What follows belongs to an exercise in optimizing a design on an open flow for small area, a short achievable clock period and few clock cycles per item; a production flow would make more cautious choices. Only simulation tests tie the RTL to the original design; equivalence was not proved. Power figures rest on the tool's default switching activity, not on a simulated workload.

==> flow/design.v (excerpt) <==
module ascon128_stream #(
    parameter R = 1
)(
input          clk, rst,
input          start, enc,
input  [127:0] key, nonce,
input          in_valid,
output         in_ready,
input   [63:0] in_data,
input    [3:0] in_bytes,
input          in_ad,
output         out_valid,
output  [63:0] out_data,
output         tag_valid,
output [127:0] tag
);
localparam [3:0]  LAST = 12 - R;
localparam [63:0] IV   = 64'h80400c0600000000;
reg  [63:0] S0, S1, S2, S3, S4;
reg  [63:0] O;
reg        idle_q, rnd_q, init_q, fin_q, wait_q, tag_q, txt_q, enc_q;
reg  [3:0] cnt;
reg        rdy_q;      
reg        take_q;     
reg        ov_q;
reg        pend_q, ad_q, last_q;
reg  [7:0] m_q, pad_q;
wire [63:0] x0 [0:R];
wire [63:0] x1 [0:R];
wire [63:0] x2 [0:R];
wire [63:0] x3 [0:R];
wire [63:0] x4 [0:R];
assign x0[0] = S0;
assign x1[0] = S1;
assign x2[0] = S2;
assign x3[0] = S3;
assign x4[0] = S4;
genvar g;
generate
for (g = 0; g < R; g = g + 1) begin : rounds
    ASCON_ROUND_FUNCTION rf (
        .Xi0(x0[g]), .Xi1(x1[g]), .Xi2(x2[g]), .Xi3(x3[g]), .Xi4(x4[g]),
        .rnd(cnt + g[3:0]),
        .Xo0(x0[g+1]), .Xo1(x1[g+1]), .Xo2(x2[g+1]), .Xo3(x3[g+1]), .Xo4(x4[g+1])
    );
end
endgenerate
wire last_rnd = rnd_q & (cnt == LAST);
wire absorb   = take_q;
wire a_txt    = absorb & !ad_q;
wire a_fin    = a_txt & last_q;
wire a_dec    = a_txt & !enc_q;
wire ds       = a_txt & !txt_q;                   
wire [7:0] e_byte    = m_q & {8{absorb}};         
wire [7:0] kill_byte;                            
wire [7:0] pad_byte  = pad_q & {8{absorb}};       
localparam NC = 8;
localparam NK = 4;
wire [NC-1:0] z_c, w_c;
wire [NK-1:0] kst_c, k12_c;
wire idle_d, wait_d, kst_d, k12_d;
genvar c;
generate
for (c = 0; c < NC; c = c + 1) begin : cz
    ASCON_CREG #(.RV(1'b1)) rz (.clk(clk), .rst(rst), .d(idle_d), .q(z_c[c]));
    ASCON_CREG #(.RV(1'b0)) rw (.clk(clk), .rst(rst), .d(wait_d), .q(w_c[c]));
end
for (c = 0; c < NK; c = c + 1) begin : ck
    ASCON_CREG #(.RV(1'b0)) rk  (.clk(clk), .rst(rst), .d(kst_d), .q(kst_c[c]));
  ...
Size in the first run: roughly 3,600 cells after synthesis, about 440 flip-flops, about 530 I/O pins, ~33,000 sq um of cells after synthesis.
export LEC_CHECK = 0
export CAP_MARGIN = 20
export CORE_MARGIN = 2
export CORE_UTILIZATION = 55
export CTS_CLUSTER_DIAMETER = 100
export CTS_CLUSTER_SIZE = 24
export PLACE_DENSITY = 0.75
export SLEW_MARGIN = 60
export SYNTH_HIERARCHICAL = 1
create_clock -name core_clock -period 10.0 [get_ports {clk}]
standard.sh (not shown) runs the stock make flow with config.mk's settings and CLKGATE_MAP_FILE= SYNTH_SCRIPT=/design/flow/synth_recipe.tcl, a recipe that flattens the netlist after the stock synthesis.
==> flow/flow/run.sh <==
#!/bin/bash
# The standard layout (standard.sh), with plain buffers (buf_1) on the
# ports instead of the default delay-cell buffers. Every port still gets
# its own buffer. The make output goes to standard.log.
set -euo pipefail
export BUFFER_PORTS_ARGS="-buffer_cell sky130_fd_sc_hd__buf_1"
bash standard.sh > standard.log 2>&1
Testbench counts at the start, summed over its fixed seeds: cycles 23,122, bytes 19,747.
Next try:
- CORE_UTILIZATION: 55 -> 40
- PLACE_DENSITY: 0.75 -> not set
- SLEW_MARGIN: 60 -> 50
What happened: Synthesized cell count does not change; sequential power barely changes; routed wire length rises by 7.8%; design area falls by 1.6%; sequential cell count does not change; hold slack degrades by 0.0058 ns; cell count grows by 5.4%; global-route usage falls by 9.0 points; worst setup slack loses 0.18 ns.
Next try:
- CTS_BUF_LIST: not set -> sky130_fd_sc_hd__clkbuf_8
- CTS_CLUSTER_DIAMETER: 100 -> not set
- CTS_CLUSTER_SIZE: 24 -> 30
Outcome: Power rose by 21%; worst setup slack improved by 0.029 ns; global-route usage rose by 0.47 points; via count rose by 1.5%; worst hold slack got worse by 0.010 ns.
Next try:
- CTS_BUF_LIST: sky130_fd_sc_hd__clkbuf_8 -> not set
- CTS_CLUSTER_SIZE: 30 -> not set
- GPL_TIMING_DRIVEN: not set -> 1
Effect:
- synthesized area is unchanged
- worst setup slack gets worse by 0.038 ns
- sequential cell count does not change
- total power increases by 2.7%
- synthesized cell count is unchanged
- sequential power barely changes
- global-route usage drops by 0.18 points
- first-iteration DRC count came out lower by 6.0%
- final area is about the same
- utilization barely changes

## static timing again, ports no longer ideal
How much do the figures lean on ideal ports? The routed layouts below were timed once more, with nothing changed but the port constraints. Step 1 assumes that a clkbuf_16 drives the clock port and a buf_2 every other input. Step 2 times the ports against the registers' clock, not the clock port: input delays grow and output delays shrink by t, the midpoint of the rising clock arrivals with the driver on. Three values: ideal, step 1, step 2; two values: the first two.
| run | t, ns | slack for setup (ns) | hold WS [ns] | slew at the worst register clock pin (ns) |
|---|---|---|---|---|
| the first run | 0.690 | 6.586 / 6.518 / 6.596 | 0.511 / 0.511 / 0.511 | 0.11 / 0.11 |
| the second run | 0.691 | 6.405 / 6.405 / 6.405 | 0.505 / 0.505 / 0.505 | 0.11 / 0.11 |
| the third run | 0.782 | 6.433 / 6.399 / 6.433 | 0.495 / 0.495 / 0.495 | 0.07 / 0.07 |
| the fourth run | 0.686 | 6.396 / 6.396 / 6.396 | 0.495 / 0.495 / 0.495 | 0.07 / 0.07 |
After both steps setup and hold are still met in every run listed.
